Background: an optimization exercise with open tools, aiming at small area and a short achievable clock period. Do not read the settings as production practice.
The RTL was checked by simulation tests, not by an equivalence proof against the original design.
Power figures rest on the tool's default switching activity, not on a simulated workload.

## design/flow/design.v

```verilog
module posit8_decode (
  input  [6:0] m,
  output signed [4:0] scale,
  output [3:0] frac
);
  wire       s = m[6];
  wire [5:0] x = m[5:0] ^ {6{s}};    
  reg  [2:0] lz;
  always @* begin
    casez (x)
      6'b1?????: lz = 3'd0;
      6'b01????: lz = 3'd1;
      6'b001???: lz = 3'd2;
      6'b0001??: lz = 3'd3;
      6'b00001?: lz = 3'd4;
      6'b000001: lz = 3'd5;
      default:   lz = 3'd6;
    endcase
  end
  wire [4:0] rest = m[4:0] << lz;
  wire signed [4:0] regime = s ? {2'b00, lz} : ~{2'b00, lz};
  assign scale = {regime[3:0], rest[4]};
  assign frac  = rest[3:0];
endmodule
module PositMultiplyPackedToPacked (
  input  [7:0] io_a_bits,
  input  [7:0] io_b_bits,
  output [7:0] io_out_bits
);
  wire za = io_a_bits[6:0] == 7'd0;
  wire zb = io_b_bits[6:0] == 7'd0;
  wire nar = (za & io_a_bits[7]) | (zb & io_b_bits[7]);
  wire zero = za | zb;
  wire signed [4:0] sa, sb;
  wire [3:0] fa, fb;
  posit8_decode da (.m(io_a_bits[6:0]), .scale(sa), .frac(fa));
  posit8_decode db (.m(io_b_bits[6:0]), .scale(sb), .frac(fb));
  wire [9:0] p = {1'b1, fa} * {1'b1, fb};
  wire       c = p[9];
  wire [3:0] f = c ? p[8:5] : p[7:4];
  wire signed [6:0] s = sa + sb + $signed({1'b0, c});
  reg [6:0] mag;
  always @* begin
    if (s >= 7'sd12)       mag = 7'h7f;
    else if (s <= -7'sd12) mag = 7'h01;
    else begin : enc
      reg signed [3:0] r;
      reg [2:0] sh;
      reg signed [7:0] w;
      r = s[4:1];
      if (!r[3]) begin sh = r[2:0];  w = {2'b10, s[0], f, 1'b0}; end
      else       begin sh = ~r[2:0]; w = {2'b01, s[0], f, 1'b0}; end
      w = w >>> sh;
      mag = w[7:1];
    end
  end
  assign io_out_bits = nar ? 8'h80 : zero ? 8'h00 : {io_a_bits[7] ^ io_b_bits[7], mag};
endmodule
module posit8_mul (
  input        clock,
  input  [7:0] io_a_bits,
  input  [7:0] io_b_bits,
  output [7:0] io_out_bits
);
  reg  [7:0] a_q;
  reg  [7:0] b_q;
  reg  [7:0] out_q;
  wire [7:0] prod;
  PositMultiplyPackedToPacked mul (
    .io_a_bits(a_q),
    .io_b_bits(b_q),
    .io_out_bits(prod)
  );
  always @(posedge clock) begin
    a_q   <= io_a_bits;
    b_q   <= io_b_bits;
    out_q <= prod;
  end
  assign io_out_bits = out_q;
endmodule
```

## design/flow/run.sh

```bash
#!/bin/bash
# synth_recipe.tcl (not shown) runs the flow's synth.tcl, then flattens the netlist and writes it again
# the make line also repeats each setting of config.mk as NAME=value (left out here)
make -C /OpenROAD-flow-scripts/flow DESIGN_CONFIG=/design/flow/config.mk WORK_HOME=/design/flow/orfs CLKGATE_MAP_FILE= SYNTH_SCRIPT=/design/flow/synth_recipe.tcl finish
```

## design/flow/config.mk

```make
export PLATFORM = sky130hd
export DESIGN_NAME = posit8_mul
export DESIGN_NICKNAME = posit8_mul
export VERILOG_FILES = /design/flow/design.v
export SDC_FILE = /design/flow/constraint.sdc
export NUM_CORES = 4
export LEC_CHECK = 0
export ABC_AREA = 1
export CAP_MARGIN = 20
export CORE_MARGIN = 2
export CORE_UTILIZATION = 40
export SLEW_MARGIN = 20
```

## design/flow/constraint.sdc

```tcl
create_clock -name core_clock -period 9.0 [get_ports {clock}]
set_input_delay 1.8000 -clock core_clock [delete_from_list [all_inputs] [get_ports {clock}]]
set_output_delay 1.8000 -clock core_clock [all_outputs]
set_load 0.01 [all_outputs]
```

==> reports/metrics.csv <==
metric,value,unit
Worst Clk Skew,0.00424,ns
detailed-route DRC error count,0,
yosys warns,3,
layout cells sized above 1,13.5,%
Die Area,7370,um^2
"Max stage delay cell, worst path",dfxtp_1,
Die H,85.8,um
Num CTS Buffers,3,
share of the synthesized area in the top cell type,17.9,%
Startpoint Class,register,
gr usage total,15.9,%
DRT antenna net count,0,
Final Critical Period,7.15,ns
postcts setup bufs,0,
"CP delay by family, top",adder cells,
Crit Path Class,register to register,
largest cells by area after synthesis,"dfxtp_1 (18%), nand2_1 (13%), ha_1 (10%)",
fillcell total,630,
fmax,140,MHz
worst hold path type,register to register,
Slew HR,50.7,%
vias in the first global route,2333,
Syn Nets,438,
leakage,1.55,nW
Avg WL per Cell,10.9,um
Final Util,47.7,%
Post-synth ARST share,0,%
Core Region,6420,um^2
CTS tree,done,
Root Buffer,clkbuf_8,
Core Rows,29,
Chip Width,85.8,um
register area share after synthesis,17.9,%
Final Setup Violations,0,
crit-path max cell delay,0.61,ns
Max Slew Vio Count,0,
clock-pin slew on the worst setup and hold paths,0.08,ns
Peak VDD IR,134,uV
sequential cell area,480,um^2
Combinational Power Share,72.3,%
Clock Path Buffers,2,
vias per cell,4.83,
final hold slack,0.517,ns
H-tree levels,1,
initial antenna violation count,0,
Clk pwr share,11.4,%
Hold Buf Count CTS,0,
"count leader, synth",nand2_1,
DPL Wire Length,4.64,mm
CTS resizes,0,
Unique masters post-synth,37,
routability cong.,0.925,
run status,no timing/DRC/antenna violations,
Gate Count Post-Synth,390,
Synth area leader,dfxtp_1,
final setup TNS,0,ns
Multi-input gate area,1930,um^2
initial core utilization,41.7,%
Int Pwr,0.415,mW
PwrDens,269,nW/um^2
crit share post-route,79.5,%
Worst-Margin Slew,0.732,ns
router iterations before antenna repair,4,
first-pass GRT wire length,9.79,mm
antenna cell count,0,
Seq cells post-synth,24,
sequential share of power,16.3,%
final hold viol count,0,
Port Buffers,24,
Initial DRC Count,110,
Critical Path AT,7.30,ns
Nets,465,
worst-skew pair later-pin latency,0.27,ns
net switching power,0.410,mW
Required @ worst endpoint,9.15,ns
Max-Cap Viols,0,
unrepaired setup endpoints after global routing,false,
via count,2380,
Post-Route WL,5.39,mm
number of synthesized flops with an enable pin,0,
"Cell Area, Synth",2680,um^2
switching share of power,49.7,%
Buf/Inv on CP,5,
Setup crit end kind,register,
largest net degree at the start of global routing,15,
Syn-to-layout area delta,14.4,%
GRT Residual Overflow,0,
CP max FO,11,
Mapped Avg Cell Area,6.87,um^2
Ports,25,
most common library cells after synthesis,"nand2_1 (90), inv_1 (59), nor2_1 (32)",
clock sink count,24,
"Primary FF master, synth",dfxtp_1,
-- power groups by stage --
stage / clock network [mW] / logic [mW] / registers, mW
floorplan: 0 / 0.455 / 0.141
global placement: 0 / 0.592 / 0.136
detailed placement: 0 / 0.592 / 0.137
CTS: 0.0973 / 0.596 / 0.135
global route: 0.102 / 0.691 / 0.137
finish: 0.0941 / 0.596 / 0.134
-- layout make-up --
| cell class | count | share of cell area (%) |
|---|---|---|
| clock buffers | 3 | 1.35 |
| multi-input cells | 298 | 62.9 |
| well taps | 77 | 3.14 |
| clock inverters | 1 | 0.980 |
| flip-flops and latches | 24 | 15.7 |
| inverters | 66 | 8.08 |
| repair buffers | 24 | 7.84 |
-- cells by family (layout without fill, tap and decap cells) --
kind of cell | Yosys count | after routing | synth area share [%]
fa+ha+maj | 31 | 31 | 17.0
buf+inv | 68 | 94 | 10.1
flops | 24 | 24 | 17.9
simple gates | 198 | 198 | 37.8
xor+xnor | 18 | 18 | 6.17
compound gates | 51 | 51 | 11.0
-- registers in the layout (all words and copies together) (netlist names) --
signal,count
b_q,8
a_q,8
out_q,8
-- layer usage --
layer | vias up | part of all wire (%) | global-route usage [%]
met5 | - | 0 | 0
met4 | 0 | 1.5 | 4.47
met3 | 7 | 2.1 | 1.54
met2 | 30 | 43 | 26.2
met1 | 1053 | 53 | 22.1
li1 | 1290 | - | -
-- cells in the final DEF (no fill, tap or decap), types with 2 or more instances in the layout --
cell type        instances
nand3b_1                 2
nand2_4                  4
o21ai_0                 15
dfxtp_1                 24
nor4_1                   3
xor2_1                   9
nand3_1                 26
a31oi_1                  2
clkdlybuf4s50_1         24
nand3_2                  4
nand2_2                 17
or2_2                    4
xnor2_1                  8
a21oi_1                 22
nor2_1                  32
o21ai_1                  2
ha_1                    22
nor2_4                   5
o21bai_1                 2
inv_1                   59
nor2_2                   3
inv_2                    7
fa_1                     9
nand2_1                 90
nand3_4                  3
nor3_1                   3
clkbuf_8                 3
-- final timing paths --
path	from	cells past startpoint	to	slack, ns
max reg2reg	a_q[6]	32	out_q[4]	1.85
min	b_q[7]	2	out_q[7]	0.52
max	a_q[6]	32	out_q[4]	1.85
min reg2reg	b_q[7]	2	out_q[7]	0.52
-- metrics by stage --
stage	cells	power (mW)	area, um^2	setup slack [ns]
4_1_cts	493	0.828	3060	1.94
6_report	493	0.824	3060	1.85
2_1_floorplan	390	0.596	2680	2.85
3_5_place_dp	489	0.729	2990	1.97
3_3_place_gp	489	0.728	2990	2.26
5_1_grt	493	0.930	3060	1.06
-- worst register-to-register path, delay by kind of cell (launching register included) --
kind                       cells  cell delay, ns
AOI/OAI and AO/OA              6            1.32
xor gates and xnor gates       1            0.36
adders and majority gates      6            2.27
DFF                            1            0.61
and+or+nand+nor               14            1.95
buffers and inverters          5            0.52

==> what the ideal ports hide <==
The flow's constraints put no driver on any port. The routed layout listed below was extracted and timed again, unchanged, in two steps. Step 1 (the two cells are an assumption about what drives the block):
set clk [get_ports {clock}]
set_driving_cell -lib_cell sky130_fd_sc_hd__clkbuf_16 $clk
set_driving_cell -lib_cell sky130_fd_sc_hd__buf_2 [delete_from_list [all_inputs] $clk]
Step 2 times the ports against the registers' clock, not the clock port: input delays grow and output delays shrink by t, the midpoint of the rising clock arrivals with the driver on. Slacks: ideal / step 1 / step 2; pairs: ideal / step 1.
t (ns): 0.294
setup slack, ns: 1.847 / 1.847 / 1.847
pins driven straight from the clock port: 1
After both steps this run still meets setup and hold. For this run, drivers alone change the setup slack by 0.000 ns; drivers and shift together by 0.000 ns.
